Background: an optimization exercise with open tools, aiming at small area and a short achievable clock period. Do not read the settings as production practice. In this exercise RTL edits were held to simulation tests only and were not proved equivalent to the original.

## flow/design.v (module list and top-level ports; edited modules follow where they fit)
// module tv80s: 120 lines
// module tv80_core: 1538 lines
// module tv80_mcode: 2190 lines
// module tv80_alu: 356 lines
// module tv80_reg: 41 lines
module tv80s ( 
  m1_n, mreq_n, iorq_n, rd_n, wr_n, rfsh_n, halt_n, busak_n, A, dout, 
  reset_n, clk, wait_n, int_n, nmi_n, busrq_n, di
  );
  // ...
==> flow/flow/run.sh <==
#!/bin/bash
set -uo pipefail
bash standard.sh MATCH_CELL_FOOTPRINT=0 SETUP_SLACK_MARGIN=5.6 "BUFFER_PORTS_ARGS=-buffer_cell sky130_fd_sc_hd__buf_2" finish > make.log 2>&1
status=$?
tail -20 make.log
exit $status
==> flow/standard.sh <==
#!/bin/bash
# synth_recipe.tcl (not shown) runs the flow's synth.tcl, then flattens the netlist and writes it again
# the make line also repeats each setting of config.mk as NAME=value (left out here)
make -C /OpenROAD-flow-scripts/flow DESIGN_CONFIG=/design/flow/config.mk WORK_HOME=/design/flow/orfs CLKGATE_MAP_FILE= SYNTH_SCRIPT=/design/flow/synth_recipe.tcl "${@:-finish}"
==> flow/config.mk <==
export PLATFORM = sky130hd
export DESIGN_NAME = tv80s
export DESIGN_NICKNAME = tv80s
export VERILOG_FILES = /design/flow/design.v
export SDC_FILE = /design/flow/constraint.sdc
export NUM_CORES = 4
export LEC_CHECK = 0
export CAP_MARGIN = 20
export CORE_MARGIN = 2
export CORE_UTILIZATION = 40
export SETUP_SLACK_MARGIN = 5.0
export SLEW_MARGIN = 20
==> flow/constraint.sdc <==
create_clock -name core_clock -period 10.5 [get_ports {clk}]
set_input_delay 2.1000 -clock core_clock [delete_from_list [all_inputs] [get_ports {clk}]]
set_output_delay 2.1000 -clock core_clock [all_outputs]
set_load 0.01 [all_outputs]
==> out/qor.yml, run 1 <==
run_status:
  status: "no timing/DRC/antenna violations"
hold_path:
  holdPathEnd: "i_tv80_core.A[5]"
worst_setup_path:
  worstSetupPathType: "flip-flop to flip-flop"
grt:
  busiest_layer: "met2"
  grt_pass1_vias: 35881
timing:
  rsz0062_at_grt: "true"
  finalHoldViolations: 0
  fin_ws_ns: 5.313
floorplanning:
  dieArea_um2: 93190
  initial_core_util_pct: 40.34
  io_pins: 46
  coreArea_um2: 90010
  row_count: 110
synthesis:
  synth_nets: 4433
  synth_cell_types: 121
  syn_inst: 4313
  synthSimpleGateAreaFrac_pct: 19.44
drt:
  wl_met3_um: 22840
  wl_met1_um: 69760
  vias: 39220
placed_design:
  place_area_um2: 37700
  dp_cells: 5320
  dpl.hpwl_um: 132400
clocking:
  cts_sinks: 438
run:
  maxCapViolations: 0
==> module tv80_alu, before the edit <==
module tv80_alu ( 
  Q, F_Out, 
  Arith16, Z16, ALU_Op, IR, ISet, BusA, BusB, F_In
  );
  parameter		Mode   = 0;
  parameter		Flag_C = 0;
  parameter		Flag_N = 1;
  parameter		Flag_P = 2;
  parameter		Flag_X = 3;
  parameter		Flag_H = 4;
  parameter		Flag_Y = 5;
  parameter		Flag_Z = 6;
  parameter		Flag_S = 7;
  input 		Arith16;
  input 		Z16;
  input [3:0]           ALU_Op ;
  input [5:0]           IR;
  input [1:0]           ISet;
  input [7:0]           BusA;
  input [7:0]           BusB;
  input [7:0]           F_In;
  output [7:0]          Q;
  output [7:0]          F_Out;
  reg [7:0]             Q;
  reg [7:0]             F_Out;
  function [4:0] AddSub4;
    input [3:0] A;
    input [3:0] B;
    input Sub;
    input Carry_In;
    begin
      AddSub4 = { 1'b0, A } + { 1'b0, (Sub)?~B:B } + {4'h0,Carry_In};
    end
  endfunction  
  function [3:0] AddSub3;
    input [2:0] A;
    input [2:0] B;
    input Sub;
    input Carry_In;
    begin
      AddSub3 = { 1'b0, A } + { 1'b0, (Sub)?~B:B } + {3'h0,Carry_In};
    end
  endfunction  
  function [1:0] AddSub1;
    input A;
    input B;
    input Sub;
    input Carry_In;
    begin
      AddSub1 = { 1'b0, A } + { 1'b0, (Sub)?~B:B } + {1'h0,Carry_In};
    end
  endfunction  
  reg UseCarry;
  reg Carry7_v;
  reg OverFlow_v;
  reg HalfCarry_v;
  reg Carry_v;
  reg [7:0] Q_v;
  reg [7:0] BitMask;
  always @( ALU_Op or BusA or BusB or F_In or IR)
    begin
      case (IR[5:3])
        3'b000 : BitMask = 8'b00000001;
        3'b001 : BitMask = 8'b00000010;
        3'b010 : BitMask = 8'b00000100; 
        3'b011 : BitMask = 8'b00001000; 
        3'b100 : BitMask = 8'b00010000; 
        3'b101 : BitMask = 8'b00100000; 
        3'b110 : BitMask = 8'b01000000; 
        default: BitMask = 8'b10000000; 
      endcase  
      UseCarry = ~ ALU_Op[2] && ALU_Op[0];
      { HalfCarry_v, Q_v[3:0] } = AddSub4(BusA[3:0], BusB[3:0], ALU_Op[1], ALU_Op[1] ^ (UseCarry && F_In[Flag_C]) );
      { Carry7_v, Q_v[6:4]  } = AddSub3(BusA[6:4], BusB[6:4], ALU_Op[1], HalfCarry_v);
      { Carry_v, Q_v[7] } = AddSub1(BusA[7], BusB[7], ALU_Op[1], Carry7_v);
      OverFlow_v = Carry_v ^ Carry7_v;
    end  
  reg [7:0] Q_t;
  reg [8:0] DAA_Q;
  always @ ( ALU_Op or Arith16 or BitMask or BusA or BusB
	    or Carry_v or F_In or HalfCarry_v or IR or ISet
	    or OverFlow_v or Q_v or Z16)
    begin
      Q_t = 8'hxx;
      DAA_Q = {9{1'bx}};
      F_Out = F_In;
      case (ALU_Op)
	4'b0000, 4'b0001,  4'b0010, 4'b0011, 4'b0100, 4'b0101, 4'b0110, 4'b0111 :
          begin
	    F_Out[Flag_N] = 1'b0;
	    F_Out[Flag_C] = 1'b0;
	    case (ALU_Op[2:0])
	      3'b000, 3'b001 :  
                begin
		  Q_t = Q_v;
		  F_Out[Flag_C] = Carry_v;
		  F_Out[Flag_H] = HalfCarry_v;
		  F_Out[Flag_P] = OverFlow_v;
                end
	      3'b010, 3'b011, 3'b111 :  
                begin
		  Q_t = Q_v;
		  F_Out[Flag_N] = 1'b1;
		  F_Out[Flag_C] = ~ Carry_v;
		  F_Out[Flag_H] = ~ HalfCarry_v;
		  F_Out[Flag_P] = OverFlow_v;
                end
	      3'b100 :  
                begin
		  Q_t[7:0] = BusA & BusB;
		  F_Out[Flag_H] = 1'b1;
                end
	      3'b101 :  
                begin
		  Q_t[7:0] = BusA ^ BusB;
		  F_Out[Flag_H] = 1'b0;
                end
	      default :  
                begin
		  Q_t[7:0] = BusA | BusB;
		  F_Out[Flag_H] = 1'b0;
                end
	    endcase  
	    if (ALU_Op[2:0] == 3'b111 ) 
              begin  
		F_Out[Flag_X] = BusB[3];
		F_Out[Flag_Y] = BusB[5];
	      end 
            else 
              begin
		F_Out[Flag_X] = Q_t[3];
		F_Out[Flag_Y] = Q_t[5];
	      end
	    if (Q_t[7:0] == 8'b00000000 ) 
              begin
		F_Out[Flag_Z] = 1'b1;
		if (Z16 == 1'b1 ) 
                  begin
		    F_Out[Flag_Z] = F_In[Flag_Z];	 
		  end
	      end 
            else 
              begin
		F_Out[Flag_Z] = 1'b0;
	      end  
	    F_Out[Flag_S] = Q_t[7];
	    case (ALU_Op[2:0])
	      3'b000, 3'b001, 3'b010, 3'b011, 3'b111 :  
                ;
	      default :
	        F_Out[Flag_P] = ~(^Q_t);                    
	    endcase  
	    if (Arith16 == 1'b1 ) 
              begin
		F_Out[Flag_S] = F_In[Flag_S];
		F_Out[Flag_Z] = F_In[Flag_Z];
		F_Out[Flag_P] = F_In[Flag_P];
	      end
          end  
	4'b1100 :
          begin
	    F_Out[Flag_H] = F_In[Flag_H];
	    F_Out[Flag_C] = F_In[Flag_C];
	    DAA_Q[7:0] = BusA;
	    DAA_Q[8] = 1'b0;
	    if (F_In[Flag_N] == 1'b0 ) 
              begin
		if (DAA_Q[3:0] > 9 || F_In[Flag_H] == 1'b1 ) 
                  begin
		    if ((DAA_Q[3:0] > 9) ) 
                      begin
			F_Out[Flag_H] = 1'b1;
		      end 
                    else 
                      begin
			F_Out[Flag_H] = 1'b0;
		      end
		    DAA_Q = DAA_Q + 6;
		  end  
		if (DAA_Q[8:4] > 9 || F_In[Flag_C] == 1'b1 ) 
                  begin
		    DAA_Q = DAA_Q + 96;  
		  end
	      end 
            else 
              begin
		if (DAA_Q[3:0] > 9 || F_In[Flag_H] == 1'b1 ) 
                  begin
		    if (DAA_Q[3:0] > 5 ) 
                      begin
			F_Out[Flag_H] = 1'b0;
		      end
		    DAA_Q[7:0] = DAA_Q[7:0] - 6;
		  end
		if (BusA > 153 || F_In[Flag_C] == 1'b1 ) 
                  begin
		    DAA_Q = DAA_Q - 352;  
		  end
	      end  
	    F_Out[Flag_X] = DAA_Q[3];
	    F_Out[Flag_Y] = DAA_Q[5];
	    F_Out[Flag_C] = F_In[Flag_C] || DAA_Q[8];
	    Q_t = DAA_Q[7:0];
	    if (DAA_Q[7:0] == 8'b00000000 ) 
              begin
		F_Out[Flag_Z] = 1'b1;
	      end 
            else 
              begin
		F_Out[Flag_Z] = 1'b0;
	      end
	    F_Out[Flag_S] = DAA_Q[7];
	    F_Out[Flag_P] = ~ (^DAA_Q);
          end  
	4'b1101, 4'b1110 :
          begin
	    Q_t[7:4] = BusA[7:4];
	    if (ALU_Op[0] == 1'b1 ) 
              begin
		Q_t[3:0] = BusB[7:4];
	      end 
            else 
              begin
		Q_t[3:0] = BusB[3:0];
	      end
	    F_Out[Flag_H] = 1'b0;
	    F_Out[Flag_N] = 1'b0;
	    F_Out[Flag_X] = Q_t[3];
	    F_Out[Flag_Y] = Q_t[5];
	    if (Q_t[7:0] == 8'b00000000 ) 
              begin
		F_Out[Flag_Z] = 1'b1;
	      end 
            else 
              begin
		F_Out[Flag_Z] = 1'b0;
	      end
	    F_Out[Flag_S] = Q_t[7];
            F_Out[Flag_P] = ~(^Q_t);
          end  
	4'b1001 :
          begin
	    Q_t[7:0] = BusB & BitMask;
	    F_Out[Flag_S] = Q_t[7];
	    if (Q_t[7:0] == 8'b00000000 ) 
              begin
		F_Out[Flag_Z] = 1'b1;
		F_Out[Flag_P] = 1'b1;
	      end 
            else 
              begin
		F_Out[Flag_Z] = 1'b0;
		F_Out[Flag_P] = 1'b0;
	      end
	    F_Out[Flag_H] = 1'b1;
	    F_Out[Flag_N] = 1'b0;
	    F_Out[Flag_X] = 1'b0;
	    F_Out[Flag_Y] = 1'b0;
	    if (IR[2:0] != 3'b110 ) 
              begin
		F_Out[Flag_X] = BusB[3];
		F_Out[Flag_Y] = BusB[5];
	      end
          end  
	4'b1010 :
	  Q_t[7:0] = BusB | BitMask;
	4'b1011 :
	  Q_t[7:0] = BusB & ~ BitMask;
	4'b1000 :
          begin
	    case (IR[5:3])
	      3'b000 :  
                begin
		  Q_t[7:1] = BusA[6:0];
		  Q_t[0] = BusA[7];
		  F_Out[Flag_C] = BusA[7];
                end
	      3'b010 :  
                begin
		  Q_t[7:1] = BusA[6:0];
		  Q_t[0] = F_In[Flag_C];
		  F_Out[Flag_C] = BusA[7];
                end
	      3'b001 :  
                begin
		  Q_t[6:0] = BusA[7:1];
		  Q_t[7] = BusA[0];
		  F_Out[Flag_C] = BusA[0];
                end
	      3'b011 :  
                begin                        
		  Q_t[6:0] = BusA[7:1];
		  Q_t[7] = F_In[Flag_C];
		  F_Out[Flag_C] = BusA[0];
                end
	      3'b100 :  
                begin
		  Q_t[7:1] = BusA[6:0];
		  Q_t[0] = 1'b0;
		  F_Out[Flag_C] = BusA[7];
                end
	      3'b110 :  
                begin
		  if (Mode == 3 ) 
                    begin
		      Q_t[7:4] = BusA[3:0];
		      Q_t[3:0] = BusA[7:4];
		      F_Out[Flag_C] = 1'b0;                            
		    end 
                  else 
                    begin
		      Q_t[7:1] = BusA[6:0];
		      Q_t[0] = 1'b1;
		      F_Out[Flag_C] = BusA[7];
		    end  
                end  
	      3'b101 :  
                begin
		  Q_t[6:0] = BusA[7:1];
		  Q_t[7] = BusA[7];
		  F_Out[Flag_C] = BusA[0];
                end
	      default :  
                begin
		  Q_t[6:0] = BusA[7:1];
		  Q_t[7] = 1'b0;
		  F_Out[Flag_C] = BusA[0];
                end
	    endcase  
	    F_Out[Flag_H] = 1'b0;
	    F_Out[Flag_N] = 1'b0;
	    F_Out[Flag_X] = Q_t[3];
	    F_Out[Flag_Y] = Q_t[5];
	    F_Out[Flag_S] = Q_t[7];
	    if (Q_t[7:0] == 8'b00000000 ) 
              begin
		F_Out[Flag_Z] = 1'b1;
	      end 
            else 
              begin
		F_Out[Flag_Z] = 1'b0;
	      end
            F_Out[Flag_P] = ~(^Q_t);
	    if (ISet == 2'b00 ) 
              begin
		F_Out[Flag_P] = F_In[Flag_P];
		F_Out[Flag_S] = F_In[Flag_S];
		F_Out[Flag_Z] = F_In[Flag_Z];
	      end
          end  
	default :
	  ;
      endcase  
      Q = Q_t;
    end  
endmodule  
==> run 2: changes to the inputs <==
--- a/flow/design.v
+++ b/flow/design.v
@@ -285,49 +285,41 @@
   wire           I_RRD;
   wire           I_INRC;
   wire           SetDI;
   wire           SetEI;
   wire [1:0]     IMode;
   wire           Halt;
   reg [15:0]     PC16;
   reg [15:0]     PC16_B;
-  reg [15:0]     SP16, SP16_A, SP16_B, XY16;
-  reg [8:0]      XY16_lo;
+  reg [15:0]     SP16, SP16_A, SP16_B;
   reg [15:0]     ID16_B;
   integer        id_i;
   reg            Oldnmi_n;
-  wire [2:0] MCycles_nA;
-  reg  [2:0] MCycles_qA;
+  wire [2:0] MCycles_c;
   wire [2:0] TStates_nA;
   reg  [2:0] TStates_qA;
   wire [1:0] Prefix_nA;
   reg  [1:0] Prefix_qA;
   wire Inc_PC_nA;
   reg  Inc_PC_qA;
   wire Inc_WZ_nA;
   reg  Inc_WZ_qA;
   wire [3:0] IncDec_16_nA;
   reg  [3:0] IncDec_16_qA;
-  wire Read_To_Acc_nA;
-  reg  Read_To_Acc_qA;
-  wire Read_To_Reg_nA;
-  reg  Read_To_Reg_qA;
+  wire Read_To_Acc_c;
+  wire Read_To_Reg_c;
   wire [3:0] Set_BusB_To_nA;
   reg  [3:0] Set_BusB_To_qA;
   wire [3:0] Set_BusA_To_nA;
   reg  [3:0] Set_BusA_To_qA;
-  wire [3:0] ALU_Op_nA;
-  reg  [3:0] ALU_Op_qA;
-  wire Save_ALU_nA;
-  reg  Save_ALU_qA;
-  wire PreserveC_nA;
-  reg  PreserveC_qA;
-  wire Arith16_nA;
-  reg  Arith16_qA;
+  wire [3:0] ALU_Op_c;
+  wire Save_ALU_c;
+  wire PreserveC_c;
+  wire Arith16_c;
   wire [2:0] Set_Addr_To_nA;
   reg  [2:0] Set_Addr_To_qA;
   wire IORQ_nA;
   reg  IORQ_qA;
   wire Jump_nA;
   reg  Jump_qA;
   wire JumpE_nA;
   reg  JumpE_qA;
@@ -338,219 +330,208 @@
   wire RstP_nA;
   reg  RstP_qA;
   wire LDZ_nA;
   reg  LDZ_qA;
   wire LDW_nA;
   reg  LDW_qA;
   wire LDSPHL_nA;
   reg  LDSPHL_qA;
-  wire [2:0] Special_LD_nA;
-  reg  [2:0] Special_LD_qA;
+  wire [2:0] Special_LD_c;
   wire ExchangeDH_nA;
   reg  ExchangeDH_qA;
   wire ExchangeRp_nA;
   reg  ExchangeRp_qA;
-  wire ExchangeAF_nA;
-  reg  ExchangeAF_qA;
-  wire ExchangeRS_nA;
-  reg  ExchangeRS_qA;
+  wire ExchangeAF_c;
+  wire ExchangeRS_c;
   wire I_DJNZ_nA;
   reg  I_DJNZ_qA;
-  wire I_CPL_nA;
-  reg  I_CPL_qA;
-  wire I_CCF_nA;
-  reg  I_CCF_qA;
-  wire I_SCF_nA;
-  reg  I_SCF_qA;
-  wire I_RETN_nA;
-  reg  I_RETN_qA;
-  wire I_BT_nA;
-  reg  I_BT_qA;
-  wire I_BC_nA;
-  reg  I_BC_qA;
-  wire I_BTR_nA;
-  reg  I_BTR_qA;
-  wire I_RLD_nA;
-  reg  I_RLD_qA;
-  wire I_RRD_nA;
-  reg  I_RRD_qA;
-  wire I_INRC_nA;
-  reg  I_INRC_qA;
-  wire SetDI_nA;
-  reg  SetDI_qA;
+  wire I_CPL_c;
+  wire I_CCF_c;
+  wire I_SCF_c;
+  wire I_RETN_c;
+  wire I_BT_c;
+  wire I_BC_c;
+  wire I_BTR_c;
+  wire I_RLD_c;
+  wire I_RRD_c;
+  wire I_INRC_c;
+  wire SetDI_c;
   wire SetEI_nA;
   reg  SetEI_qA;
   wire [3:0] CCUse_nA;
   reg  [3:0] CCUse_qA;
-  wire [1:0] IMode_nA;
-  reg  [1:0] IMode_qA;
-  wire Halt_nA;
-  reg  Halt_qA;
-  wire NoRead_nA;
-  reg  NoRead_qA;
-  wire Write_nA;
-  reg  Write_qA;
+  wire [1:0] IMode_c;
+  wire Halt_c;
+  wire NoRead_c;
+  wire Write_c;
   tv80_mcode #(Mode, Flag_C, Flag_N, Flag_P, Flag_X, Flag_H, Flag_Y, Flag_Z, Flag_S) i_mcode
     (
      .IR                   (IR_d1),
      .ISet                 (ISet_d1),
      .MCycle               (mcycle_d1),
      .CC                   (1'b0),
      .CC2                  (1'b0),
      .NMICycle             (NMICycle_d1),
      .IntCycle             (IntCycle_d1),
-     .MCycles              (MCycles_nA),
+     .MCycles              (),
      .TStates              (TStates_nA),
      .Prefix               (Prefix_nA),
      .Inc_PC               (Inc_PC_nA),
      .Inc_WZ               (Inc_WZ_nA),
      .IncDec_16            (IncDec_16_nA),
-     .Read_To_Acc          (Read_To_Acc_nA),
-     .Read_To_Reg          (Read_To_Reg_nA),
+     .Read_To_Acc          (),
+     .Read_To_Reg          (),
      .Set_BusB_To          (Set_BusB_To_nA),
      .Set_BusA_To          (Set_BusA_To_nA),
-     .ALU_Op               (ALU_Op_nA),
-     .Save_ALU             (Save_ALU_nA),
-     .PreserveC            (PreserveC_nA),
-     .Arith16              (Arith16_nA),
+     .ALU_Op               (),
+     .Save_ALU             (),
+     .PreserveC            (),
+     .Arith16              (),
      .Set_Addr_To          (Set_Addr_To_nA),
      .IORQ                 (IORQ_nA),
      .Jump                 (Jump_nA),
      .JumpE                (JumpE_nA),
      .JumpXY               (JumpXY_nA),
      .Call                 (Call_nA),
      .RstP                 (RstP_nA),
      .LDZ                  (LDZ_nA),
      .LDW                  (LDW_nA),
      .LDSPHL               (LDSPHL_nA),
-     .Special_LD           (Special_LD_nA),
+     .Special_LD           (),
      .ExchangeDH           (ExchangeDH_nA),
      .ExchangeRp           (ExchangeRp_nA),
-     .ExchangeAF           (ExchangeAF_nA),
-     .ExchangeRS           (ExchangeRS_nA),
+     .ExchangeAF           (),
+     .ExchangeRS           (),
      .I_DJNZ               (I_DJNZ_nA),
-     .I_CPL                (I_CPL_nA),
-     .I_CCF                (I_CCF_nA),
-     .I_SCF                (I_SCF_nA),
-     .I_RETN               (I_RETN_nA),
-     .I_BT                 (I_BT_nA),
-     .I_BC                 (I_BC_nA),
-     .I_BTR                (I_BTR_nA),
-     .I_RLD                (I_RLD_nA),
-     .I_RRD                (I_RRD_nA),
-     .I_INRC               (I_INRC_nA),
-     .SetDI                (SetDI_nA),
+     .I_CPL                (),
+     .I_CCF                (),
+     .I_SCF                (),
+     .I_RETN               (),
+     .I_BT                 (),
+     .I_BC                 (),
+     .I_BTR                (),
+     .I_RLD                (),
+     .I_RRD                (),
+     .I_INRC               (),
+     .SetDI                (),
      .SetEI                (SetEI_nA),
-     .IMode                (IMode_nA),
-     .Halt                 (Halt_nA),
-     .NoRead               (NoRead_nA),
-     .Write                (Write_nA),
+     .IMode                (),
+     .Halt                 (),
+     .NoRead               (),
+     .Write                (),
      .CCUse                (CCUse_nA)
      );
+  tv80_mcode #(Mode, Flag_C, Flag_N, Flag_P, Flag_X, Flag_H, Flag_Y, Flag_Z, Flag_S) i_mcode_c
+    (
+     .IR                   (IR),
+     .ISet                 (ISet),
+     .MCycle               (mcycle),
+     .CC                   (1'b0),
+     .CC2                  (1'b0),
+     .NMICycle             (NMICycle),
+     .IntCycle             (IntCycle),
+     .MCycles              (MCycles_c),
+     .TStates              (),
+     .Prefix               (),
+     .Inc_PC               (),
+     .Inc_WZ               (),
+     .IncDec_16            (),
+     .Read_To_Acc          (Read_To_Acc_c),
+     .Read_To_Reg          (Read_To_Reg_c),
+     .Set_BusB_To          (),
+     .Set_BusA_To          (),
+     .ALU_Op               (ALU_Op_c),
+     .Save_ALU             (Save_ALU_c),
+     .PreserveC            (PreserveC_c),
+     .Arith16              (Arith16_c),
+     .Set_Addr_To          (),
+     .IORQ                 (),
+     .Jump                 (),
+     .JumpE                (),
+     .JumpXY               (),
+     .Call                 (),
+     .RstP                 (),
+     .LDZ                  (),
+     .LDW                  (),
+     .LDSPHL               (),
+     .Special_LD           (Special_LD_c),
+     .ExchangeDH           (),
+     .ExchangeRp           (),
+     .ExchangeAF           (ExchangeAF_c),
+     .ExchangeRS           (ExchangeRS_c),
+     .I_DJNZ               (),
+     .I_CPL                (I_CPL_c),
+     .I_CCF                (I_CCF_c),
+     .I_SCF                (I_SCF_c),
+     .I_RETN               (I_RETN_c),
+     .I_BT                 (I_BT_c),
+     .I_BC                 (I_BC_c),
+     .I_BTR                (I_BTR_c),
+     .I_RLD                (I_RLD_c),
+     .I_RRD                (I_RRD_c),
+     .I_INRC               (I_INRC_c),
+     .SetDI                (SetDI_c),
+     .SetEI                (),
+     .IMode                (IMode_c),
+     .Halt                 (Halt_c),
+     .NoRead               (NoRead_c),
+     .Write                (Write_c),
+     .CCUse                ()
+     );
   always @(posedge clk or negedge reset_n)
     begin
       if (reset_n == 1'b0)
         begin
-          MCycles_qA <= #1 3'd1;
           TStates_qA <= #1 3'd4;
           Prefix_qA <= #1 2'd0;
           Inc_PC_qA <= #1 1'd0;
           Inc_WZ_qA <= #1 1'd0;
           IncDec_16_qA <= #1 4'd0;
-          Read_To_Acc_qA <= #1 1'd0;
-          Read_To_Reg_qA <= #1 1'd0;
           Set_BusB_To_qA <= #1 4'd0;
           Set_BusA_To_qA <= #1 4'd0;
-          ALU_Op_qA <= #1 4'd0;
-          Save_ALU_qA <= #1 1'd0;
-          PreserveC_qA <= #1 1'd0;
-          Arith16_qA <= #1 1'd0;
           Set_Addr_To_qA <= #1 3'd7;
           IORQ_qA <= #1 1'd0;
           Jump_qA <= #1 1'd0;
           JumpE_qA <= #1 1'd0;
           JumpXY_qA <= #1 1'd0;
           Call_qA <= #1 1'd0;
           RstP_qA <= #1 1'd0;
           LDZ_qA <= #1 1'd0;
           LDW_qA <= #1 1'd0;
           LDSPHL_qA <= #1 1'd0;
-          Special_LD_qA <= #1 3'd0;
           ExchangeDH_qA <= #1 1'd0;
           ExchangeRp_qA <= #1 1'd0;
-          ExchangeAF_qA <= #1 1'd0;
-          ExchangeRS_qA <= #1 1'd0;
           I_DJNZ_qA <= #1 1'd0;
-          I_CPL_qA <= #1 1'd0;
-          I_CCF_qA <= #1 1'd0;
-          I_SCF_qA <= #1 1'd0;
-          I_RETN_qA <= #1 1'd0;
-          I_BT_qA <= #1 1'd0;
-          I_BC_qA <= #1 1'd0;
-          I_BTR_qA <= #1 1'd0;
-          I_RLD_qA <= #1 1'd0;
-          I_RRD_qA <= #1 1'd0;
-          I_INRC_qA <= #1 1'd0;
-          SetDI_qA <= #1 1'd0;
           SetEI_qA <= #1 1'd0;
-          IMode_qA <= #1 2'd3;
-          Halt_qA <= #1 1'd0;
-          NoRead_qA <= #1 1'd0;
-          Write_qA <= #1 1'd0;
           CCUse_qA <= #1 4'd0;
         end
       else if (!(tstate[2] && wait_n == 1'b0))
         begin
-          MCycles_qA <= #1 MCycles_nA;
           TStates_qA <= #1 TStates_nA;
           Prefix_qA <= #1 Prefix_nA;
           Inc_PC_qA <= #1 Inc_PC_nA;
           Inc_WZ_qA <= #1 Inc_WZ_nA;
           IncDec_16_qA <= #1 IncDec_16_nA;
-          Read_To_Acc_qA <= #1 Read_To_Acc_nA;
-          Read_To_Reg_qA <= #1 Read_To_Reg_nA;
           Set_BusB_To_qA <= #1 Set_BusB_To_nA;
           Set_BusA_To_qA <= #1 Set_BusA_To_nA;
-          ALU_Op_qA <= #1 ALU_Op_nA;
-          Save_ALU_qA <= #1 Save_ALU_nA;
-          PreserveC_qA <= #1 PreserveC_nA;
-          Arith16_qA <= #1 Arith16_nA;
           Set_Addr_To_qA <= #1 Set_Addr_To_nA;
           IORQ_qA <= #1 IORQ_nA;
           Jump_qA <= #1 Jump_nA;
           JumpE_qA <= #1 JumpE_nA;
           JumpXY_qA <= #1 JumpXY_nA;
           Call_qA <= #1 Call_nA;
           RstP_qA <= #1 RstP_nA;
           LDZ_qA <= #1 LDZ_nA;
           LDW_qA <= #1 LDW_nA;
           LDSPHL_qA <= #1 LDSPHL_nA;
-          Special_LD_qA <= #1 Special_LD_nA;
           ExchangeDH_qA <= #1 ExchangeDH_nA;
           ExchangeRp_qA <= #1 ExchangeRp_nA;
-          ExchangeAF_qA <= #1 ExchangeAF_nA;
-          ExchangeRS_qA <= #1 ExchangeRS_nA;
           I_DJNZ_qA <= #1 I_DJNZ_nA;
-          I_CPL_qA <= #1 I_CPL_nA;
-          I_CCF_qA <= #1 I_CCF_nA;
-          I_SCF_qA <= #1 I_SCF_nA;
-          I_RETN_qA <= #1 I_RETN_nA;
-          I_BT_qA <= #1 I_BT_nA;
-          I_BC_qA <= #1 I_BC_nA;
-          I_BTR_qA <= #1 I_BTR_nA;
-          I_RLD_qA <= #1 I_RLD_nA;
-          I_RRD_qA <= #1 I_RRD_nA;
-          I_INRC_qA <= #1 I_INRC_nA;
-          SetDI_qA <= #1 SetDI_nA;
           SetEI_qA <= #1 SetEI_nA;
-          IMode_qA <= #1 IMode_nA;
-          Halt_qA <= #1 Halt_nA;
-          NoRead_qA <= #1 NoRead_nA;
-          Write_qA <= #1 Write_nA;
           CCUse_qA <= #1 CCUse_nA;
         end
     end
   reg [7:0] cc_sel;
   always @(posedge clk or negedge reset_n)
     begin
       if (reset_n == 1'b0)
         cc_sel <= #1 8'b00000001;
@@ -567,61 +548,61 @@
         endcase
     end
   wire cc_true = |(cc_sel & { F[7], ~F[7], F[2], ~F[2], F[0], ~F[0], F[6], ~F[6] });
   wire cc_jp   = CCUse_qA[0] & cc_true;    
   wire cc_jr   = CCUse_qA[1] & cc_true;    
   wire cc_call = CCUse_qA[2] & cc_true;    
   wire cc_ret  = CCUse_qA[3] & cc_true;    
   assign Jump        = Jump_qA | cc_jp;
-  assign mcycles_d   = cc_call ? 3'b101 : (cc_jr | cc_ret) ? 3'b011 : MCycles_qA;
+  assign mcycles_d   = cc_call ? 3'b101 : (cc_jr | cc_ret) ? 3'b011 : MCycles_c;
   assign IncDec_16   = cc_call ? 4'b1111 : IncDec_16_qA;
   assign Set_Addr_To = (cc_call | cc_ret) ? aSP : Set_Addr_To_qA;
   assign tstates     = cc_call ? 3'b100 : TStates_qA;
   assign Set_BusB_To = cc_call ? 4'b1101 : Set_BusB_To_qA;
   assign Prefix = Prefix_qA;
   assign Inc_PC = Inc_PC_qA;
   assign Inc_WZ = Inc_WZ_qA;
-  assign Read_To_Acc = Read_To_Acc_qA;
-  assign Read_To_Reg = Read_To_Reg_qA;
+  assign Read_To_Acc = Read_To_Acc_c;
+  assign Read_To_Reg = Read_To_Reg_c;
   assign Set_BusA_To = Set_BusA_To_qA;
-  assign ALU_Op = ALU_Op_qA;
-  assign Save_ALU = Save_ALU_qA;
-  assign PreserveC = PreserveC_qA;
-  assign Arith16 = Arith16_qA;
+  assign ALU_Op = ALU_Op_c;
+  assign Save_ALU = Save_ALU_c;
+  assign PreserveC = PreserveC_c;
+  assign Arith16 = Arith16_c;
   assign iorq_i = IORQ_qA;
   assign JumpE = JumpE_qA;
   assign JumpXY = JumpXY_qA;
   assign Call = Call_qA;
   assign RstP = RstP_qA;
   assign LDZ = LDZ_qA;
   assign LDW = LDW_qA;
   assign LDSPHL = LDSPHL_qA;
-  assign Special_LD = Special_LD_qA;
+  assign Special_LD = Special_LD_c;
   assign ExchangeDH = ExchangeDH_qA;
   assign ExchangeRp = ExchangeRp_qA;
-  assign ExchangeAF = ExchangeAF_qA;
-  assign ExchangeRS = ExchangeRS_qA;
+  assign ExchangeAF = ExchangeAF_c;
+  assign ExchangeRS = ExchangeRS_c;
   assign I_DJNZ = I_DJNZ_qA;
-  assign I_CPL = I_CPL_qA;
-  assign I_CCF = I_CCF_qA;
-  assign I_SCF = I_SCF_qA;
-  assign I_RETN = I_RETN_qA;
-  assign I_BT = I_BT_qA;
-  assign I_BC = I_BC_qA;
-  assign I_BTR = I_BTR_qA;
-  assign I_RLD = I_RLD_qA;
-  assign I_RRD = I_RRD_qA;
-  assign I_INRC = I_INRC_qA;
-  assign SetDI = SetDI_qA;
+  assign I_CPL = I_CPL_c;
+  assign I_CCF = I_CCF_c;
+  assign I_SCF = I_SCF_c;
+  assign I_RETN = I_RETN_c;
+  assign I_BT = I_BT_c;
+  assign I_BC = I_BC_c;
+  assign I_BTR = I_BTR_c;
+  assign I_RLD = I_RLD_c;
+  assign I_RRD = I_RRD_c;
+  assign I_INRC = I_INRC_c;
+  assign SetDI = SetDI_c;
   assign SetEI = SetEI_qA;
-  assign IMode = IMode_qA;
-  assign Halt = Halt_qA;
-  assign no_read = NoRead_qA;
-  assign write = Write_qA;
+  assign IMode = IMode_c;
+  assign Halt = Halt_c;
+  assign no_read = NoRead_c;
+  assign write = Write_c;
   tv80_alu #(Mode, Flag_C, Flag_N, Flag_P, Flag_X, Flag_H, Flag_Y, Flag_Z, Flag_S) i_alu
     (
      .Arith16              (Arith16_r),
      .Z16                  (Z16_r),
      .ALU_Op               (ALU_Op_r),
      .IR                   (IR[5:0]),
      .ISet                 (ISet),
      .BusA                 (BusA),
@@ -962,17 +943,17 @@
                         end
                       if (RstP == 1'b1 ) 
                         begin
                           TmpAddr <= #1 { 10'h0, IR[5:3], 3'h0 };
                         end
                     end
                   if (tstate[3] && mcycle[5] ) 
                     begin
-                      TmpAddr <= #1 XY16;
+                      TmpAddr <= #1 SP16;
                     end
                   if ((tstate[2] && wait_n == 1'b1) || (tstate[4] && mcycle[0]) ) 
                     begin
                       if (IncDec_16[2:0] == 3'b111 ) 
                         begin
                           SP <= #1 SP16;
                         end
                     end
@@ -1485,16 +1466,17 @@
                 end
             end
         end
     end
   always @(*)
     begin
       IR_d = IR;
       ISet_d = ISet;
+      if (ClkEn == 1'b1)
         begin
           if (mcycle[0] && (tstate[1] | tstate[2] | tstate[3]))
             begin
               if (tstate[2] && wait_n == 1'b1)
                 begin
                   if (IntCycle == 1'b1 && IStatus == 2'b01)
                     IR_d = 8'b11111111;
                   else if (Halt_FF == 1'b1 || (IntCycle == 1'b1 && IStatus == 2'b10) || NMICycle == 1'b1)
@@ -1539,16 +1521,17 @@
           else
             mcycle_d = { mcycle[5:0], mcycle[6] };
         end
     end
   always @(*)
     begin
       IR_d1 = IR;
       ISet_d1 = ISet;
+      if (ClkEn == 1'b1)
         begin
           if (mcycle[0] && (tstate[1] | tstate[2] | tstate[3]))
             begin
               if (tstate[2] && 1'b1)
                 begin
                   if (IntCycle == 1'b1 && IStatus == 2'b01)
                     IR_d1 = 8'b11111111;
                   else if (Halt_FF == 1'b1 || (IntCycle == 1'b1 && IStatus == 2'b10) || NMICycle == 1'b1)
@@ -1608,46 +1591,49 @@
         begin
           IR <= #1 IR_d;
           ISet <= #1 ISet_d;
           mcycle <= #1 mcycle_d;
           NMICycle <= #1 NMICycle_d;
           IntCycle <= #1 IntCycle_d;
         end
     end
-  always @(*)
+  always @( BTR_r or DI_Reg or IncDec_16 or JumpE or PC
+	   or RegBusA or RegBusC or SP or tstate)
     begin
       if (JumpE == 1'b1 ) 
         begin
           PC16_B = { {8{DI_Reg[7]}}, DI_Reg };
         end 
       else if (BTR_r == 1'b1 ) 
         begin
           PC16_B = -2;
         end
       else
         begin
           PC16_B = 1;
         end
-      SP16_A = SP;
-      if (IncDec_16_qA[3] == 1'b1 || CCUse_qA[2] == 1'b1)
-        SP16_B = -1;
+      if (tstate[3])
+        begin
+          SP16_A = RegBusC;
+          SP16_B = { {8{DI_Reg[7]}}, DI_Reg };
+        end
       else
-        SP16_B = 1;
+        begin
+          SP16_A = SP;
+          if (IncDec_16[3] == 1'b1)
+            SP16_B = -1;
+          else
+            SP16_B = 1;
+        end
       ID16_B = IncDec_16[3] ? ~RegBusA : RegBusA;
       for (id_i = 0; id_i < 16; id_i = id_i + 1)
         ID16[id_i] = RegBusA[id_i] ^ ((ID16_B & ((16'h1 << id_i) - 16'h1)) == ((16'h1 << id_i) - 16'h1));
       PC16 = PC + PC16_B;
       SP16 = SP16_A + SP16_B;
-      XY16_lo = { 1'b0, RegBusC[7:0] } + { 1'b0, DI_Reg };
-      case ({ XY16_lo[8], DI_Reg[7] })
-        2'b10 : XY16 = { RegBusC[15:8] + 8'd1, XY16_lo[7:0] };
-        2'b01 : XY16 = { RegBusC[15:8] - 8'd1, XY16_lo[7:0] };
-        default : XY16 = { RegBusC[15:8], XY16_lo[7:0] };
-      endcase
     end  
   always @( IntCycle or NMICycle or mcycle)
     begin
       Auto_Wait = 1'b0;
       if (IntCycle == 1'b1 || NMICycle == 1'b1 ) 
         begin
           if (mcycle[0] ) 
             begin
@@ -3900,39 +3886,74 @@
   endfunction  
   reg UseCarry;
   reg Carry7_v;
   reg OverFlow_v;
   reg HalfCarry_v;
   reg Carry_v;
   reg [7:0] Q_v;
   reg [7:0] BitMask;
-  always @( ALU_Op or BusA or BusB or F_In or IR)
+  reg [7:0] AS_B, AS_g, AS_p;
+  reg [8:0] AS_c;
+  reg       as_t;
+  reg       Zero_v;
+  reg [7:0] Q_log;
+  integer   as_i, as_j, as_k;
+  always @(*)
     begin
       case (IR[5:3])
         3'b000 : BitMask = 8'b00000001;
         3'b001 : BitMask = 8'b00000010;
         3'b010 : BitMask = 8'b00000100; 
         3'b011 : BitMask = 8'b00001000; 
         3'b100 : BitMask = 8'b00010000; 
         3'b101 : BitMask = 8'b00100000; 
         3'b110 : BitMask = 8'b01000000; 
         default: BitMask = 8'b10000000; 
       endcase  
       UseCarry = ~ ALU_Op[2] && ALU_Op[0];
-      { HalfCarry_v, Q_v[3:0] } = AddSub4(BusA[3:0], BusB[3:0], ALU_Op[1], ALU_Op[1] ^ (UseCarry && F_In[Flag_C]) );
-      { Carry7_v, Q_v[6:4]  } = AddSub3(BusA[6:4], BusB[6:4], ALU_Op[1], HalfCarry_v);
-      { Carry_v, Q_v[7] } = AddSub1(BusA[7], BusB[7], ALU_Op[1], Carry7_v);
+      AS_B = ALU_Op[1] ? ~BusB : BusB;
+      AS_g = BusA & AS_B;
+      AS_p = BusA ^ AS_B;
+      AS_c[0] = ALU_Op[1] ^ (UseCarry && F_In[Flag_C]);
+      for (as_i = 1; as_i <= 8; as_i = as_i + 1)
+        begin
+          AS_c[as_i] = AS_c[0];
+          for (as_j = 0; as_j < as_i; as_j = as_j + 1)
+            AS_c[as_i] = AS_c[as_i] & AS_p[as_j];
+          for (as_j = 0; as_j < as_i; as_j = as_j + 1)
+            begin
+              as_t = AS_g[as_j];
+              for (as_k = as_j + 1; as_k < as_i; as_k = as_k + 1)
+                as_t = as_t & AS_p[as_k];
+              AS_c[as_i] = AS_c[as_i] | as_t;
+            end
+        end
+      Q_v = AS_p ^ AS_c[7:0];
+      HalfCarry_v = AS_c[4];
+      Carry7_v = AS_c[7];
+      Carry_v = AS_c[8];
       OverFlow_v = Carry_v ^ Carry7_v;
+      Zero_v = ~(AS_p[0] ^ AS_c[0]) & ~|(AS_p[7:1] ^ (BusA[6:0] | AS_B[6:0]));
+      case (ALU_Op[1:0])
+        2'b00 : Q_log = BusA & BusB;
+        2'b01 : Q_log = BusA ^ BusB;
+        default : Q_log = BusA | BusB;
+      endcase
     end  
   reg [7:0] Q_t;
   reg [8:0] DAA_Q;
-  always @ ( ALU_Op or Arith16 or BitMask or BusA or BusB
-	    or Carry_v or F_In or HalfCarry_v or IR or ISet
-	    or OverFlow_v or Q_v or Z16)
+  wire       DAA_lo_gt9 = BusA[3:0] > 9;
+  wire [8:0] DAA_A6   = { 1'b0, BusA } + 9'd6;
+  wire [8:0] DAA_A60  = { 1'b0, BusA } + 9'd96;
+  wire [8:0] DAA_A66  = { 1'b0, BusA } + 9'd102;
+  wire [7:0] DAA_U    = BusA - 8'd6;
+  wire [8:0] DAA_A160 = { 1'b0, BusA } - 9'd352;
+  wire [8:0] DAA_U160 = { 1'b0, DAA_U } - 9'd352;
+  always @ (*)
     begin
       Q_t = 8'hxx;
       DAA_Q = {9{1'bx}};
       F_Out = F_In;
       case (ALU_Op)
 	4'b0000, 4'b0001,  4'b0010, 4'b0011, 4'b0100, 4'b0101, 4'b0110, 4'b0111 :
           begin
 	    F_Out[Flag_N] = 1'b0;
@@ -3950,104 +3971,107 @@
 		  Q_t = Q_v;
 		  F_Out[Flag_N] = 1'b1;
 		  F_Out[Flag_C] = ~ Carry_v;
 		  F_Out[Flag_H] = ~ HalfCarry_v;
 		  F_Out[Flag_P] = OverFlow_v;
                 end
 	      3'b100 :  
                 begin
-		  Q_t[7:0] = BusA & BusB;
+		  Q_t[7:0] = Q_log;
 		  F_Out[Flag_H] = 1'b1;
                 end
 	      3'b101 :  
                 begin
-		  Q_t[7:0] = BusA ^ BusB;
+		  Q_t[7:0] = Q_log;
 		  F_Out[Flag_H] = 1'b0;
                 end
 	      default :  
                 begin
-		  Q_t[7:0] = BusA | BusB;
+		  Q_t[7:0] = Q_log;
 		  F_Out[Flag_H] = 1'b0;
                 end
 	    endcase  
 	    if (ALU_Op[2:0] == 3'b111 ) 
               begin  
 		F_Out[Flag_X] = BusB[3];
 		F_Out[Flag_Y] = BusB[5];
 	      end 
             else 
               begin
 		F_Out[Flag_X] = Q_t[3];
 		F_Out[Flag_Y] = Q_t[5];
 	      end
-	    if (Q_t[7:0] == 8'b00000000 ) 
+	    if ((ALU_Op[2] && ALU_Op[1:0] != 2'b11) ? (Q_log == 8'b00000000) : Zero_v) 
               begin
 		F_Out[Flag_Z] = 1'b1;
 		if (Z16 == 1'b1 ) 
                   begin
 		    F_Out[Flag_Z] = F_In[Flag_Z];	 
 		  end
 	      end 
             else 
               begin
 		F_Out[Flag_Z] = 1'b0;
 	      end  
 	    F_Out[Flag_S] = Q_t[7];
 	    case (ALU_Op[2:0])
 	      3'b000, 3'b001, 3'b010, 3'b011, 3'b111 :  
                 ;
-	      default :
-	        F_Out[Flag_P] = ~(^Q_t);                    
+	      default :  
+	        F_Out[Flag_P] = ~(^Q_log);                    
 	    endcase  
 	    if (Arith16 == 1'b1 ) 
               begin
 		F_Out[Flag_S] = F_In[Flag_S];
 		F_Out[Flag_Z] = F_In[Flag_Z];
 		F_Out[Flag_P] = F_In[Flag_P];
 	      end
           end  
 	4'b1100 :
           begin
 	    F_Out[Flag_H] = F_In[Flag_H];
 	    F_Out[Flag_C] = F_In[Flag_C];
-	    DAA_Q[7:0] = BusA;
-	    DAA_Q[8] = 1'b0;
 	    if (F_In[Flag_N] == 1'b0 ) 
               begin
-		if (DAA_Q[3:0] > 9 || F_In[Flag_H] == 1'b1 ) 
-                  begin
-		    if ((DAA_Q[3:0] > 9) ) 
-                      begin
-			F_Out[Flag_H] = 1'b1;
-		      end 
-                    else 
-                      begin
-			F_Out[Flag_H] = 1'b0;
-		      end
-		    DAA_Q = DAA_Q + 6;
-		  end  
-		if (DAA_Q[8:4] > 9 || F_In[Flag_C] == 1'b1 ) 
+		if (DAA_lo_gt9 || F_In[Flag_H] == 1'b1 ) 
                   begin
-		    DAA_Q = DAA_Q + 96;  
+		    F_Out[Flag_H] = DAA_lo_gt9;
+		    if (DAA_A6[8:4] > 9 || F_In[Flag_C] == 1'b1 ) 
+		      DAA_Q = DAA_A66;
+		    else
+		      DAA_Q = DAA_A6;
+		  end
+		else
+		  begin
+		    if (BusA[7:4] > 9 || F_In[Flag_C] == 1'b1 ) 
+		      DAA_Q = DAA_A60;
+		    else
+		      DAA_Q = { 1'b0, BusA };
 		  end
 	      end 
             else 
               begin
-		if (DAA_Q[3:0] > 9 || F_In[Flag_H] == 1'b1 ) 
+		if (DAA_lo_gt9 || F_In[Flag_H] == 1'b1 ) 
                   begin
-		    if (DAA_Q[3:0] > 5 ) 
+		    if (BusA[3:0] > 5 ) 
                       begin
 			F_Out[Flag_H] = 1'b0;
 		      end
-		    DAA_Q[7:0] = DAA_Q[7:0] - 6;
+		    if (BusA > 153 || F_In[Flag_C] == 1'b1 ) 
+		      DAA_Q = DAA_U160;
+		    else
+		      DAA_Q = { 1'b0, DAA_U };
 		  end
-		if (BusA > 153 || F_In[Flag_C] == 1'b1 ) 
-                  begin
-		    DAA_Q = DAA_Q - 352;  
+		else
+		  begin
+		    if (BusA > 153 || F_In[Flag_C] == 1'b1 ) 
+		      DAA_Q = DAA_A160;
+		    else
+		      DAA_Q = { 1'b0, BusA };
 		  end
 	      end  
 	    F_Out[Flag_X] = DAA_Q[3];
 	    F_Out[Flag_Y] = DAA_Q[5];
 	    F_Out[Flag_C] = F_In[Flag_C] || DAA_Q[8];
 	    Q_t = DAA_Q[7:0];
 	    if (DAA_Q[7:0] == 8'b00000000 ) 
               begin
==> flow/run.sh (new file) <==
#!/bin/bash
# synth_recipe.tcl (not shown) runs the flow's synth.tcl, then flattens the netlist and writes it again
# the make line also repeats each setting of config.mk as NAME=value (left out here)
make -C /OpenROAD-flow-scripts/flow DESIGN_CONFIG=/design/flow/config.mk WORK_HOME=/design/flow/orfs CLKGATE_MAP_FILE= SYNTH_SCRIPT=/design/flow/synth_recipe.tcl finish
removed: flow/flow/run.sh
removed: flow/standard.sh
==> run 2 against run 1 <==
Still clean on timing, DRC and antenna. Flip-flop and latch count decreased by 33. Utilization is 1.5 points lower. Critical path depth is 15 lower. Non-clock buffer count decreased by 32. Die area up 1.6%. Cell count up 3.9%. Worst hold slack worse by 0.0057 ns. Register-to-register slack worse by 0.45 ns. Synthesized cell count increased by 6.0%. Cell area shrank 1.5%. Critical endpoint is now i_tv80_core.Set_BusA_To_qA[0].
==> out/qor.yml, run 2 <==
hold_path:
  hold_class: "flip-flop to flip-flop"  # unchanged
  min_path_cells: 2  # unchanged
  min-delay-start: "i_tv80_core.A[1]"  # was i_tv80_core.A[5]
  holdPathEnd: "i_tv80_core.A[1]"  # was i_tv80_core.A[5]
timing:
  fin_skew_ns: 0.04408  # was 0.04473 ns
  worst_pin_slew_ns: 1.302  # was 1.185 ns
  fin_ws_ns: 4.865  # was 5.313 ns
  relSlewSlack_pct: 11.45  # was 20.36%
  period_needed_ns: 5.635  # was 5.187 ns
  setup_viol: 0  # unchanged
  finalHoldViolations: 0  # unchanged
  fin_tns_setup_ns: 0  # unchanged
  fmax_mhz: 177.5  # was 192.8 MHz
  fin_crit_sh_pct: 53.67  # was 49.40%
  rsz0062_at_grt: "true"  # unchanged
  drv_slew: 0  # unchanged
synthesis:
  synth-edff-count: 234  # unchanged
  syn_inst: 4573  # was 4313
  synthFlopType: "edfxtp_1"  # unchanged
  yosysMostFrequentCell: "nand2_1"  # unchanged
  synth_nets: 4685  # was 4433
  synth_seq_area_share_pct: 30.70  # was 33.47%
  synthTopCellsByArea: "edfxtp_1, dfrtp_1, nand2_1"  # unchanged
  synth_area_per_cell_um2: 8.064  # was 8.418 µm²
  synth.ff_latch_count: 405  # was 438
  netlist_area_um2: 36880  # was 36310 µm²
  synthTopCellsByCount: "nand2_1, nor2_1, a21oi_1, o21ai_0, clkbuf_1"  # was nand2_1, nor2_1, a21oi_1, o21ai_0, edfxtp_1
  synth_cell_types: 118  # was 121
  ys_async_sr_fraction_pct: 42.22  # was 46.58%
  synth_top_cell_area_share_pct: 19.05  # was 19.35%
  synth_top_area_cell: "edfxtp_1"  # unchanged
  yosysWarnings: 5  # unchanged
worst_setup_path:
  r2r_slack_ns: 4.87  # was 5.31 ns
  reg2reg_depth: 12  # was 27
  startpoint: "i_tv80_core.IR[6]"  # was i_tv80_core.RegAddrC[0]
  slowest_delay_ns: 0.92  # was 0.48 ns
  slowest_stage: "o21a_1"  # was mux4_2
  worstPathArrival_ns: 6.15  # was 5.70 ns
  cp_num_buf_inv: 0  # was 9
  cp.depth: 12  # was 27
  r2r_start: "i_tv80_core.IR[6]"  # was i_tv80_core.RegAddrC[0]
  r2r-end: "i_tv80_core.Set_BusA_To_qA[0]"  # was i_tv80_core.TmpAddr[12]
  worstSetupPathType: "flip-flop to flip-flop"  # unchanged
  critPathLaunchType: "flip-flop"  # unchanged
  critPathRequiredTime_ns: 11.01  # about the same
  crit_family: "compound AO/OA/AOI/OAI gates"  # unchanged
  worstPathMaxFanout: 20  # was 7
  cp_common_cell: "a21oi_1"  # was buf_4
  crit_chain: "or4bb_1 > o32a_1 > o32ai_4 > a21oi_1 > nand4_1 > o21a_1 > a31oi_1 > a222oi_1 > o2111a_1 > o41ai_1 > a21oi_1 > o22ai_1"
  cp-end-kind: "flip-flop"  # unchanged
clocking:
  htree_levels: 2  # unchanged
  clk_pin_slew_ns: 0.06  # was 0.07 ns
  cts-root-buf: "clkbuf_16"  # unchanged
  cts_sinks: 405  # was 438
  clk_latency_ns: 0.68  # was 0.65 ns
  cts_buffer_depth: 3  # unchanged
  cts_tree: "yes"  # unchanged
  cts_buffers: 51  # was 53
floorplanning:
  die_y_um: 307.6  # was 305.3 µm
  row_count: 111  # was 110
  io_pins: 46  # unchanged
  dieArea_um2: 94640  # was 93190 µm²
  die_w_um: 307.6  # was 305.3 µm
  initial_core_util_pct: 40.29  # was 40.34%
  coreArea_um2: 91520  # was 90010 µm²
cells_and_area:
  top_regs: "i_tv80_core.i_reg.RegsH x64, i_tv80_core.i_reg.RegsL x64"  # unchanged
  final_cell_mix: "nand2_1, nor2_1, a21oi_1, o21ai_0, edfxtp_1"  # unchanged
  seq_area_um2: 11320  # was 12160 µm²
  area_growth_pct: 10.94  # was 14.43%
  drive_gt1_share_pct: 11.66  # was 16.96%
  layout_commonest_cell: "nand2_1"  # unchanged
  nets: 4615  # was 4416
  multi_input_area_um2: 24040  # was 23560 µm²
  nFillCells: 9194  # was 8829
grt:
  grt_use_total_pct: 40.55  # was 37.96%
  grt_pass1_vias: 38607  # was 35881
  antenna_found_initial: 8  # was 4
  overflow: 0  # unchanged
  grt_max_degree: 79  # was 164
  grt_pass1_wl_um: 282100  # was 260400 µm
placed_design:
  gp_congestion: 1.031  # was 1.069
  dpl.hpwl_um: 145000  # was 132400 µm
  port_buffers: 44  # unchanged
  pre_cts_slack_ns: 3.836  # was 4.182 ns
drt:
  drt_pass1_iterations: 10  # unchanged
  vias_per_cell: 7.186  # was 7.108
  drtIter0Drc: 6543  # was 6002
  drc: 0  # unchanged
  ant_nets: 0  # unchanged
  wl_um: 197200  # was 185000 µm
  wire_per_inst_um: 34.39  # was 33.53 µm
  vias: 41197  # was 39220
run_status:
  status: "no timing/DRC/antenna violations"  # unchanged
run:
  maxCapViolations: 0  # unchanged
-- run 2: changes by cell type after synthesis, sizes merged, moves of 27 or more --
cell	change
o21ai	+49
a221oi	+47
nor3	+45
o211ai	+44
mux2i	+41
a21oi	+36
a22oi	-36
nand2	+35
dfrtp	-30
inv	+27
-- run 2: how the worst max path moves through the flow --
stage	endpoint	slack, ns
after global placement	i_tv80_core.Inc_PC_qA	3.91
after floorplan	i_tv80_core.I[0]	5.11
after detailed placement	i_tv80_core.Inc_PC_qA	3.84
after global routing	i_tv80_core.SP[14]	4.84
after CTS	i_tv80_core.SP[14]	4.84
final	i_tv80_core.Set_BusA_To_qA[0]	4.87
-- run 2: layer usage --
metal,wire length (µm),vias up,track usage [%]
li1,-,17347,-
met1,76020,19975,53.05
met2,83510,3119,60.87
met3,22890,748,9.407
met4,14700,8,24.20
met5,47,-,0
-- run 2: layout make-up --
cell class	count	area share, %
Clock inverter	31	0.8196
Multi-Input combinational cell	3697	58.77
Clock buffer	64	3.364
Sequential cell	405	27.68
Tap cell	1186	3.627
Timing Repair Buffer	231	4.646
Antenna cell	2	0.01223
Inverter	117	1.080
-- run 2: worst min-delay path, cell delays in order (launching register included) --
cell	delay (ns)
dfrtp_1	0.34
nand2_1	0.05
nand2_1	0.05
-- run 2: cells by family after synthesis --
| kind of cell | count (synthesis) | share of synthesized area (%) |
|---|---|---|
| multiplexers | 238 | 8.105 |
| AND/OR/NAND/NOR | 1628 | 20.54 |
| adder cells (fa/ha/maj) | 98 | 3.386 |
| XOR/XNOR | 105 | 2.494 |
| AO/OA/AOI/OAI | 1627 | 29.53 |
| buffers and inverters | 471 | 5.232 |
| flip-flops | 405 | 30.70 |
| other | 1 | 0.01017 |
-- run 2: metrics by stage --
step | std cells | utilization (%) | cell area, µm² | hold WS, ns
CTS | 5726 | 44.42 | 40650 | 0.4699
global route | 5732 | 44.70 | 40910 | 0.4844
detailed placement | 5620 | 42.30 | 38710 | 0.4579
floorplan | 4573 | - | 36880 | 0.4085
global placement | 5618 | 42.27 | 38690 | 0.4589
finish | 5733 | 44.70 | 40910 | 0.4682
-- run 2: timing repair --
item | in CTS | in global routing
gates resized for setup | 32 | 54
hold buffers | 0 | 0
endpoints found under the setup margin | 105 | 112
setup buffers | 11 | 5
pin swaps | 5 | 3
==> run 3: changes to the inputs <==
==> flow/flow/run.sh (new file) <==
#!/bin/bash
# The standard layout (standard.sh: the standard flow's synthesis, floorplan, placement,
# CTS, routing), with two changes to how the resizer may work:
#  - MATCH_CELL_FOOTPRINT=0 lets repair_timing swap a cell for any
#    equivalent cell of another footprint when it upsizes;
#  - the ports are buffered with buf_2 cells instead of delay buffers.
# make's full output goes to make.log here; ORFS keeps each step's log
# under orfs/logs/.
set -uo pipefail
bash standard.sh MATCH_CELL_FOOTPRINT=0 "BUFFER_PORTS_ARGS=-buffer_cell sky130_fd_sc_hd__buf_2" finish > make.log 2>&1
status=$?
tail -20 make.log
exit $status
==> flow/standard.sh (new file) <==
#!/bin/bash
# synth_recipe.tcl (not shown) runs the flow's synth.tcl, then flattens the netlist and writes it again
# the make line also repeats each setting of config.mk as NAME=value (left out here)
make -C /OpenROAD-flow-scripts/flow DESIGN_CONFIG=/design/flow/config.mk WORK_HOME=/design/flow/orfs CLKGATE_MAP_FILE= SYNTH_SCRIPT=/design/flow/synth_recipe.tcl "${@:-finish}"
removed: flow/run.sh
==> run 3 against run 2 <==
Setup slack gained 0.13 ns. First-iteration DRC count grew 3.1%. Synthesized cell count is the same. Synthesized area is the same. Sequential share of layout area grew 0.25 points.
==> out/qor.yml, run 3 <==
run_status:
  status: "no timing/DRC/antenna violations"  # unchanged
hold_path:
  hold_class: "flip-flop to flip-flop"  # unchanged
worst_setup_path:
  cp-end-kind: "flip-flop"  # unchanged
  worstPathArrival_ns: 6.01  # was 6.15 ns
  crit_family: "simple AND/OR/NAND/NOR gates"  # was compound AO/OA/AOI/OAI gates
  cp.depth: 13  # was 12
  cp-endpoint: "i_tv80_core.Set_BusB_To_qA[0]"  # was i_tv80_core.Set_BusA_To_qA[0]
  critPathLaunchType: "flip-flop"  # unchanged
  r2r_slack_ns: 5.00  # was 4.87 ns
  worstPathMaxFanout: 28  # was 20
  reg2reg_depth: 13  # was 12
  slowest_delay_ns: 0.81  # was 0.92 ns
  r2r-end: "i_tv80_core.Set_BusB_To_qA[0]"  # was i_tv80_core.Set_BusA_To_qA[0]
  slowest_stage: "nor4_1"  # was o21a_1
  critPathRequiredTime_ns: 11.00  # was 11.01 ns
  crit_chain: "buf_4 > or4bb_1 > o32a_1 > o32ai_4 > nand2_1 > nand4_1 > and2_1 > a31oi_1 > nor4_1 > a211oi_1 > a31oi_1 > a311oi_1 > a311oi_1"  # was or4bb_1 > o32a_1 > o32ai_4 > a21oi_1 > nand4_1 > o21a_1 > a31oi_1 > a222oi_1 > o2111a_1 > o41ai_1 > a21oi_1 > o22ai_1
  cp_num_buf_inv: 1  # was 0
  worstSetupPathType: "flip-flop to flip-flop"  # unchanged
  startpoint: "i_tv80_core.IR[4]"  # was i_tv80_core.IR[6]
  r2r_start: "i_tv80_core.IR[4]"  # was i_tv80_core.IR[6]
grt:
  antenna_found_initial: 14  # was 8
  grt_pass1_wl_um: 284300  # was 282100 µm
  overflow: 0  # unchanged
  grt_use_total_pct: 41.10  # was 40.55%
  grt_max_degree: 64  # was 79
  grt_pass1_vias: 38164  # was 38607
synthesis:
  synth-edff-count: 234  # unchanged
  synth_seq_area_share_pct: 30.70  # unchanged
  yosysWarnings: 5  # unchanged
  yosysMostFrequentCell: "nand2_1"  # unchanged
  synth.ff_latch_count: 405  # unchanged
  synthTopCellsByArea: "edfxtp_1, dfrtp_1, nand2_1"  # unchanged
  synth_area_per_cell_um2: 8.064  # unchanged
  netlist_area_um2: 36880  # unchanged
  synthTopCellsByCount: "nand2_1, nor2_1, a21oi_1, o21ai_0, clkbuf_1"  # unchanged
  ys_async_sr_fraction_pct: 42.22  # unchanged
  synthFlopType: "edfxtp_1"  # unchanged
  synth_nets: 4685  # unchanged
  synth_cell_types: 118  # unchanged
  synth_top_area_cell: "edfxtp_1"  # unchanged
  synth_top_cell_area_share_pct: 19.05  # unchanged
  syn_inst: 4573  # unchanged
floorplanning:
  die_w_um: 307.6  # unchanged
  die_y_um: 307.6  # unchanged
  io_pins: 46  # unchanged
  coreArea_um2: 91520  # unchanged
  initial_core_util_pct: 40.29  # unchanged
  dieArea_um2: 94640  # unchanged
  row_count: 111  # unchanged
timing:
  drv_slew: 0  # unchanged
  setup_viol: 0  # unchanged
  relSlewSlack_pct: 20.14  # was 11.45%
  fin_tns_setup_ns: 0  # unchanged
  finalHoldViolations: 0  # unchanged
  worst_pin_slew_ns: 1.165  # was 1.302 ns
  fin_crit_sh_pct: 52.42  # was 53.67%
  fmax_mhz: 181.7  # was 177.5 MHz
  period_needed_ns: 5.504  # was 5.635 ns
  rsz0062_at_grt: "true"  # unchanged
  fin_skew_ns: 0.06844  # was 0.04408 ns
clocking:
  clk_latency_ns: 0.66  # was 0.68 ns
  cts_buffer_depth: 3  # unchanged
  clk_pin_slew_ns: 0.07  # was 0.06 ns
  cts_buffers: 51  # unchanged
  htree_levels: 2  # unchanged
  cts-root-buf: "clkbuf_16"  # unchanged
  cts_tree: "yes"  # unchanged
  cts_sinks: 405  # unchanged
  ctsHoldBuffers: 0  # unchanged
cells_and_area:
  layout_commonest_cell: "nand2_1"  # unchanged
  nFillCells: 9262  # was 9194
  final_util_pct: 44.32  # was 44.70%
  top_regs: "i_tv80_core.i_reg.RegsH x64, i_tv80_core.i_reg.RegsL x64"  # unchanged
  area_growth_pct: 9.992  # was 10.94%
  nets: 4602  # was 4615
  final_cell_mix: "nand2_1, nor2_1, a21oi_1, o21ai_0, edfxtp_1"  # unchanged
  drive_gt1_share_pct: 12.16  # was 11.66%
drt:
  ant_nets: 0  # unchanged
  wl_um: 200400  # was 197200 µm
  vias_per_cell: 7.180  # was 7.186
  vias: 41075  # was 41197
  drc: 0  # unchanged
  drt_pass1_iterations: 7  # was 10
  wire_per_inst_um: 35.02  # was 34.39 µm
  drtIter0Drc: 6749  # was 6543
placed_design:
  gp_congestion: 1.012  # was 1.031
  port_buffers: 44  # unchanged
  dpl.hpwl_um: 148100  # was 145000 µm
run:
  maxCapViolations: 0  # unchanged
==> run 3: cell counts after synthesis <==
Identical to the previous run, type by type.
==> run 3: worst min-delay path by stage <==
stage | start | end | slack, ns | cells after the start
floorplan | i_tv80_core.IORQ_qA | iorq_n | 0.41 | 1
global placement | i_tv80_core.A[1] | i_tv80_core.A[1] | 0.45 | 2
detailed placement | i_tv80_core.A[1] | i_tv80_core.A[1] | 0.46 | 2
CTS | i_tv80_core.A[1] | i_tv80_core.A[1] | 0.47 | 2
global route | i_tv80_core.A[9] | i_tv80_core.A[9] | 0.49 | 2
finish | i_tv80_core.A[1] | i_tv80_core.A[1] | 0.47 | 2
==> run 3: logic make-up (layout without fill, tap and decap cells) <==
family | Yosys count | in the layout | synth area share (%)
muxes | 238 | 238 | 8.105
adders and majority gates | 98 | 98 | 3.386
other | 1 | 3 | 0.01017
DFF | 405 | 405 | 30.70
and+or+nand+nor | 1628 | 1628 | 20.54
AOI/OAI and AO/OA | 1627 | 1627 | 29.53
xor gates and xnor gates | 105 | 105 | 2.494
buffers and inverters | 471 | 431 | 5.232
==> run 3: what timing repair did <==
action,in CTS,in global routing
buffers inserted,3,5
endpoints found under the setup margin,92,123
pin swaps,0,2
gates resized for setup,20,35
==> run 3: worst register-to-register path, stage by stage, from the launching register on <==
cell and delay [ns]:
dfrtp_1 0.50, buf_4 0.44, or4bb_1 0.65, o32a_1 0.46, o32ai_4 0.23, nand2_1 0.50
nand4_1 0.44, and2_1 0.36, a31oi_1 0.14, nor4_1 0.81, a211oi_1 0.21, a31oi_1 0.24
a311oi_1 0.09, a311oi_1 0.29
==> run 3: layout make-up <==
type | instances | area (µm²) | area share [%]
Timing Repair Buffer | 218 | 1551 | 3.825
Sequential cell | 405 | 11330 | 27.93
Multi-Input combinational cell | 3697 | 23970 | 59.09
Tap cell | 1186 | 1484 | 3.658
Antenna cell | 2 | 5.005 | 0.01234
Inverter | 117 | 441.7 | 1.089
Clock buffer | 70 | 1449 | 3.572
Clock inverter | 26 | 335.3 | 0.8267
==> run 3: per-stage QoR <==
stage / hold WS (ns) / setup slack (ns) / std cells / instance area (µm²)
6_report: 0.4709 / 4.996 / 5721 / 40560
5_1_grt: 0.4923 / 4.815 / 5719 / 40560
2_1_floorplan: 0.4085 / 5.106 / 4573 / 36880
3_3_place_gp: 0.4475 / 4.092 / 5613 / 38440
4_1_cts: 0.4727 / 4.828 / 5713 / 40340
3_5_place_dp: 0.4580 / 4.136 / 5614 / 38470
==> run 3: layer usage <==
metal | part of all wire, % | wire length, µm | vias to the layer above | track usage (%)
met4 | 7.3 | 14680 | 12 | 23.94
met3 | 12 | 23790 | 784 | 10.53
li1 | - | - | 17343 | -
met2 | 42 | 84170 | 3143 | 60.99
met1 | 39 | 77640 | 19793 | 53.95
met5 | 0.039 | 79 | - | 0

==> separate check: timing with driven ports <==
How much do the figures lean on ideal ports? The routed layouts below were timed once more, with nothing changed but the port constraints. Step 1 sets driving cells, clkbuf_16 on the clock port and buf_2 on the other inputs (assumed; they add their load-dependent delay and slew). Step 2 moves the port delays by t, midway between the first and last clock arrival at a register: inputs arrive t later, outputs are due t later. That takes back most of the time a late clock gives input paths. Three values: ideal ports, drivers, drivers and shift; two values: the first two.
run	t (ns)	setup slack, ns	worst setup path at the end	slew at the worst register clock pin (ns)
run 1	0.698	5.313 / 5.313 / 4.763	input to register	0.07 / 0.07
run 2	0.725	4.865 / 4.865 / 4.247	input to register	0.08 / 0.08
run 3	0.702	4.996 / 4.975 / 4.273	input to register	0.07 / 0.07
After both steps every run listed still meets setup and hold. The setup slack of run 3, which loses most, moves by -0.021 ns with the drivers and by -0.723 ns with both steps.
